Context: an optimization exercise on an open-source flow, tuned for small area. The choices shown serve that exercise and are no tape-out recipe.
RTL that was checked went through simulation tests only; none was proved equivalent to the original.
Power figures rest on the tool's default switching activity, not on a simulated workload.

Setup of red:
==> module SDRAM_HAL_Base, before the edit <==
module SDRAM_HAL_Base(CLOCK_50, reset_n, Ton_PWM, Latch_PWM, OE_PWM, GPIO_PWM, GPIO_DIV);
input CLOCK_50;
input reset_n;
input[9:0] Ton_PWM;
input[23:0] Latch_PWM;
input[23:0] OE_PWM;
output[23:0] GPIO_PWM;
output GPIO_DIV;
reg [2:0] a, b;
reg [9:0] cnt;
reg z;
reg [23:0] lqn;   
reg [23:0] out;
reg [23:0] r;
reg [2:0] tlo [0:23];
reg [6:0] ring [0:23];
wire a6 = (a == 3'd6);
wire step = a6 && (b == 3'd6);
wire [2:0] an = a6 ? 3'd0 : a + 3'd1;
always @(posedge CLOCK_50) begin
	if (!reset_n) begin
		a <= 3'd0;
		b <= 3'd0;
		cnt <= 10'd0;
		z <= 1'b1;
	end else begin
		a <= an;
		if (a6) b <= (b == 3'd6) ? 3'd0 : b + 3'd1;
		if (step) begin
			cnt <= cnt + 10'd1;
			z <= 1'b0;
		end
	end
end
wire [9:0] tdata = Ton_PWM & {10{reset_n}};
wire [13:0] tdd = {tdata[9:3], tdata[9:3]};
wire [6:0] trot = tdd >> an;
wire cbit = cnt[3 + a];
wire nc = !cbit;
wire first = (a == 3'd0);
wire [10:0] pl;
assign pl[0] = 1'b0;
genvar k;
generate for (k = 0; k < 10; k = k + 1) begin: pre
	assign pl[k+1] = (tdata[k] & !cnt[k]) | ((tdata[k] | !cnt[k]) & pl[k]);
end endgenerate
wire [6:0] pv = pl[10:4];
wire pload = pv[a];
genvar i;
generate for (i = 0; i < 24; i = i + 1) begin: ch
	wire ld = !(lqn[i] | Latch_PWM[i]) | !reset_n;
	wire [2:0] t = tlo[i];
	wire l1 = t[0] & !cnt[0];
	wire l2 = (t[1] & !cnt[1]) | ((t[1] | !cnt[1]) & l1);
	wire l3 = (t[2] & !cnt[2]) | ((t[2] | !cnt[2]) & l2);
	wire rin = first ? l3 : r[i];
	wire tb = ring[i][0];
	wire m = (tb & nc) | ((tb | nc) & rin);
	always @(posedge CLOCK_50) begin
		lqn[i] <= !(Latch_PWM[i] & reset_n);
		if (ld) tlo[i] <= tdata[2:0];
		ring[i] <= ld ? trot : {ring[i][0], ring[i][6:1]};
		r[i] <= ld ? pload : m;
		if (step) out[i] <= m;
	end
end endgenerate
assign GPIO_PWM = out & OE_PWM & {24{!z}};
assign GPIO_DIV = (b > 3'd3) || (b == 3'd3 && a >= 3'd3);
endmodule
==> flow/config.mk <==
export PLATFORM = sky130hd
export DESIGN_NAME = SDRAM_HAL_Base
export DESIGN_NICKNAME = SDRAM_HAL_Base
export VERILOG_FILES = /design/flow/design.v
export SDC_FILE = /design/flow/constraint.sdc
export NUM_CORES = 4
export LEC_CHECK = 0
export CAP_MARGIN = 20
export CORE_MARGIN = 2
export CORE_UTILIZATION = 40
export PLACE_DENSITY = 0.6
export SLEW_MARGIN = 20
export BUFFER_PORTS_ARGS = -buffer_cell sky130_fd_sc_hd__buf_1
export CTS_ARGS = -sink_clustering_enable -repair_clock_nets -dont_use_dummy_load -sink_clustering_size 30 -sink_clustering_max_diameter 80 -buf_list "sky130_fd_sc_hd__clkbuf_16"
export POST_FLOORPLAN_TCL = /design/flow/flow/downsize.tcl
==> flow/constraint.sdc <==
create_clock -name core_clock -period 5.0 [get_ports {CLOCK_50}]
set_input_delay 1.0000 -clock core_clock [delete_from_list [all_inputs] [get_ports {CLOCK_50}]]
set_output_delay 1.0000 -clock core_clock [all_outputs]
set_load 0.01 [all_outputs]
standard.sh (not shown) runs the stock make flow with config.mk's settings and CLKGATE_MAP_FILE= SYNTH_SCRIPT=/design/flow/synth_recipe.tcl, a recipe that flattens the netlist after the stock synthesis.
==> flow/flow/run.sh <==
#!/bin/bash
# Standard ORFS layout with smaller port buffers, smallest-drive logic cells
# after synthesis (repair steps upsize where needed) and a leaner clock tree.
set -euo pipefail
W=$PWD
cat >> config.mk <<CFG
export BUFFER_PORTS_ARGS = -buffer_cell sky130_fd_sc_hd__buf_1
export CTS_ARGS = -sink_clustering_enable -repair_clock_nets -dont_use_dummy_load -sink_clustering_size 30 -sink_clustering_max_diameter 80 -buf_list "sky130_fd_sc_hd__clkbuf_16"
export POST_FLOORPLAN_TCL = $W/flow/downsize.tcl
CFG
bash standard.sh finish > orfs_make.log 2>&1
==> flow/flow/downsize.tcl <==
# Swap every combinational cell for the smallest cell of the same function
# (same base name, other drive strength). Registers, clock cells and
# physical-only cells are left alone; later repair steps upsize where needed.
proc my_downsize {} {
  set lib [lindex [get_libs *] 0]
  set n 0
  set saved 0.0
  foreach inst [get_cells *] {
    set m [get_property $inst ref_name]
    if {![regexp {^(sky130_fd_sc_hd__([a-z0-9]+))_(\d+)$} $m -> base fn size]} { continue }
    if {[regexp {^(df|edf|sdf|dl|clk|tap|fill|decap|conb|diode|lpflow)} $fn]} { continue }
    set cur [get_lib_cells */$m]
    set best $m
    set barea [get_property $cur area]
    foreach s {0 1 2} {
      set c [get_lib_cells -quiet */${base}_$s]
      if {$c == ""} { continue }
      set a [get_property $c area]
      if {$a < $barea} { set best ${base}_$s; set barea $a }
    }
    if {$best ne $m} {
      set saved [expr {$saved + [get_property $cur area] - $barea}]
      replace_cell $inst $best
      incr n
    }
  }
  puts "my_downsize: replaced $n cells, saved [format %.1f $saved] um2"
}
my_downsize
red | status: complete | timing, DRC, antenna: pass
#### Input delta (green over red)
diff --git a/flow/design.v b/flow/design.v
--- a/flow/design.v
+++ b/flow/design.v
@@ -10,5 +10,5 @@
 reg [9:0] cnt;
 reg z;
-reg [23:0] lqn;   
+reg [23:0] lq;
 reg [23:0] out;
 reg [23:0] r;
@@ -49,5 +49,5 @@
 genvar i;
 generate for (i = 0; i < 24; i = i + 1) begin: ch
-	wire ld = !(lqn[i] | Latch_PWM[i]) | !reset_n;
+	wire ld = (lq[i] & !Latch_PWM[i]) | !reset_n;
 	wire [2:0] t = tlo[i];
 	wire l1 = t[0] & !cnt[0];
@@ -58,5 +58,5 @@
 	wire m = (tb & nc) | ((tb | nc) & rin);
 	always @(posedge CLOCK_50) begin
-		lqn[i] <= !(Latch_PWM[i] & reset_n);
+		lq[i] <= Latch_PWM[i] & reset_n;
 		if (ld) tlo[i] <= tdata[2:0];
 		ring[i] <= ld ? trot : {ring[i][0], ring[i][6:1]};
==> comparison <==
- The run showing the greater total detailed-routing wirelength is red.
- met2 wire length for green is lower than for red.
- green ran to completion and came out clean on the timing, design-rule and antenna checks.
- Area fraction of clock buffers and clock inverters: green lower than red
- Looking at red and green, the sequential share of layout area is a wash.
- Number of distinct library cells after synthesis up 10 in green wrt red
- reset_n as the startpoint of the most critical setup path was reported by green, and a[0] by red.
- Critical path depth in cells for green: 1 up relative to red
- Global-route usage (lower): green
- Type of the setup path with the least slack: in2reg -> green, reg2reg -> red
- Summary — worst setup slack before clock tree synthesis, green relative to red: lower, by 670 ps.
Function not checked in green: the RTL went through the layout flow alone.

the reference run:
SDRAM_HAL_Base, a different RTL version from the one above (not shown whole).
Size: about 2100 cells after synthesis, about 300 flip-flops, roughly 85 I/O pins.
==> module SDRAM_HAL_Base, before the edit <==
module SDRAM_HAL_Base(CLOCK_50, reset_n, Ton_PWM, Latch_PWM, OE_PWM, GPIO_PWM, GPIO_DIV);
input CLOCK_50;
input reset_n;
input[9:0] Ton_PWM;
input[23:0] Latch_PWM;
input[23:0] OE_PWM;
output[23:0] GPIO_PWM;
output GPIO_DIV;
reg [5:0] d;
reg [9:0] cnt;
reg [23:0] lq;
reg [23:0] out;
reg [9:0] ton [0:23];
wire step = (d == 6'd48);
always @(posedge CLOCK_50) begin
	if (!reset_n) begin
		d <= 6'd0;
		cnt <= 10'd0;
	end else begin
		d <= step ? 6'd0 : d + 6'd1;
		if (step) cnt <= cnt + 10'd1;
	end
end
genvar i;
generate for (i = 0; i < 24; i = i + 1) begin: ch
	always @(posedge CLOCK_50) begin
		if (!reset_n) begin
			lq[i] <= 1'b0;
			ton[i] <= 10'd0;
			out[i] <= 1'b0;
		end else begin
			lq[i] <= Latch_PWM[i];
			if (lq[i] && !Latch_PWM[i]) ton[i] <= Ton_PWM;
			if (step) out[i] <= (cnt < ton[i]);
		end
	end
end endgenerate
assign GPIO_PWM = out & OE_PWM;
assign GPIO_DIV = (d >= 6'd24);
endmodule
Settings: LEC_CHECK=0, CAP_MARGIN=20, CORE_MARGIN=2, CORE_UTILIZATION=40, PLACE_DENSITY=0.6, SLEW_MARGIN=20; clock period 5.0 ns.
run.sh (not shown) runs the stock make flow with config.mk's settings and CLKGATE_MAP_FILE= SYNTH_SCRIPT=/design/flow/synth_recipe.tcl, a recipe that flattens the netlist after the stock synthesis.
Stock flow here: none of the scripts above is used.
The reference run | status: complete | timing, DRC, antenna: pass
What the trial run does differently from the reference run at the input level:
==> flow/design.v <==
module SDRAM_HAL_Base(CLOCK_50, reset_n, Ton_PWM, Latch_PWM, OE_PWM, GPIO_PWM, GPIO_DIV);
input CLOCK_50;
input reset_n;
input[9:0] Ton_PWM;
input[23:0] Latch_PWM;
input[23:0] OE_PWM;
output[23:0] GPIO_PWM;
output GPIO_DIV;
reg [2:0] a, b;
reg [9:0] cnt;
reg [23:0] lq;
reg [23:0] out;
reg [23:0] r;
reg [2:0] tlo [0:23];
reg [6:0] ring [0:23];
wire a6 = (a == 3'd6);
wire step = a6 && (b == 3'd6);
wire [2:0] an = a6 ? 3'd0 : a + 3'd1;
always @(posedge CLOCK_50) begin
	if (!reset_n) begin
		a <= 3'd0;
		b <= 3'd0;
		cnt <= 10'd0;
	end else begin
		a <= an;
		if (a6) b <= (b == 3'd6) ? 3'd0 : b + 3'd1;
		if (step) cnt <= cnt + 10'd1;
	end
end
wire [9:0] tdata = Ton_PWM & {10{reset_n}};
wire [13:0] tdd = {tdata[9:3], tdata[9:3]};
wire [6:0] trot = tdd >> an;
wire cbit = cnt[3 + a];
wire nc = !cbit;
wire first = (a == 3'd0);
wire [10:0] pl;
assign pl[0] = 1'b0;
genvar k;
generate for (k = 0; k < 10; k = k + 1) begin: pre
	assign pl[k+1] = (tdata[k] & !cnt[k]) | ((tdata[k] | !cnt[k]) & pl[k]);
end endgenerate
wire [6:0] pv = pl[10:4];
wire pload = pv[a];
wire out_en = step | !reset_n;
genvar i;
generate for (i = 0; i < 24; i = i + 1) begin: ch
	wire ld = (lq[i] & !Latch_PWM[i]) | !reset_n;
	wire [2:0] t = tlo[i];
	wire l1 = t[0] & !cnt[0];
	wire l2 = (t[1] & !cnt[1]) | ((t[1] | !cnt[1]) & l1);
	wire l3 = (t[2] & !cnt[2]) | ((t[2] | !cnt[2]) & l2);
	wire rin = first ? l3 : r[i];
	wire tb = ring[i][0];
	wire m = (tb & nc) | ((tb | nc) & rin);
	always @(posedge CLOCK_50) begin
		lq[i] <= Latch_PWM[i] & reset_n;
		if (ld) tlo[i] <= tdata[2:0];
		ring[i] <= ld ? trot : {ring[i][0], ring[i][6:1]};
		r[i] <= ld ? pload : m;
		if (out_en) out[i] <= m & reset_n;
	end
end endgenerate
assign GPIO_PWM = out & OE_PWM;
assign GPIO_DIV = (b > 3'd3) || (b == 3'd3 && a >= 3'd3);
endmodule
- Routed wire in the trial run totals less than in the reference run.
- Going from the reference run to the trial run, the power was found to have gone up by 1.1 mW.
- Comparing the reference run and the trial run, the higher share of the synthesized area in compound gates (AO/OA/AOI/OAI) is on the trial run.
- From the reference run to the trial run the numbers moved as follows: worst hold slack lower; count of cells along the worst register-to-register path decreased by 2 relative to the old numbers; share of total power in combinational logic rose 5.3 points; share of layout cells above drive strength 1 went up 6.2 points; buffer count excluding the clock tree in the final layout climbed 25%.
- Worst setup slack on the trial run is down relative to the reference run.
- Looking only at count of different cell masters after synthesis, and setting everything else aside, the higher value of the reference run and the trial run goes to the trial run.
- Relative max-transition margin: the trial run lower than the reference run

## separate check: timing with driven ports
Ports are ideal in the flow. The routed layouts listed here were re-timed in OpenROAD.
Step 1, drivers: a clkbuf_16 drives CLOCK_50 and a buf_2 each remaining input, both assumed.
Step 2 moves the port delays by t, midway between the first and last clock arrival at a register: inputs arrive t later, outputs are due t later. That takes back most of the time a late clock gives input paths.
Three values: ideal ports, drivers, drivers and shift; two values: the first two.
| run | shift t [ns] | setup slack, ns | hold slack, ns | cell pins on the clock port's net |
|---|---|---|---|---|
| red | 0.526 | 1.904 / 1.883 / 1.813 | 0.414 / 0.414 / 0.414 | 1 |
| green | 0.520 | 1.605 / 1.627 / 1.106 | 0.389 / 0.389 / 0.389 | 1 |
| the reference run | 0.574 | 1.895 / 1.871 / 1.813 | 0.452 / 0.452 / 0.452 | 1 |
| the trial run | 0.562 | 1.556 / 1.507 / 1.270 | 0.419 / 0.419 / 0.419 | 1 |
After both steps every run listed still meets setup and hold. The setup slack of green, which loses most, moves by +0.022 ns with the drivers and by -0.499 ns with both steps.
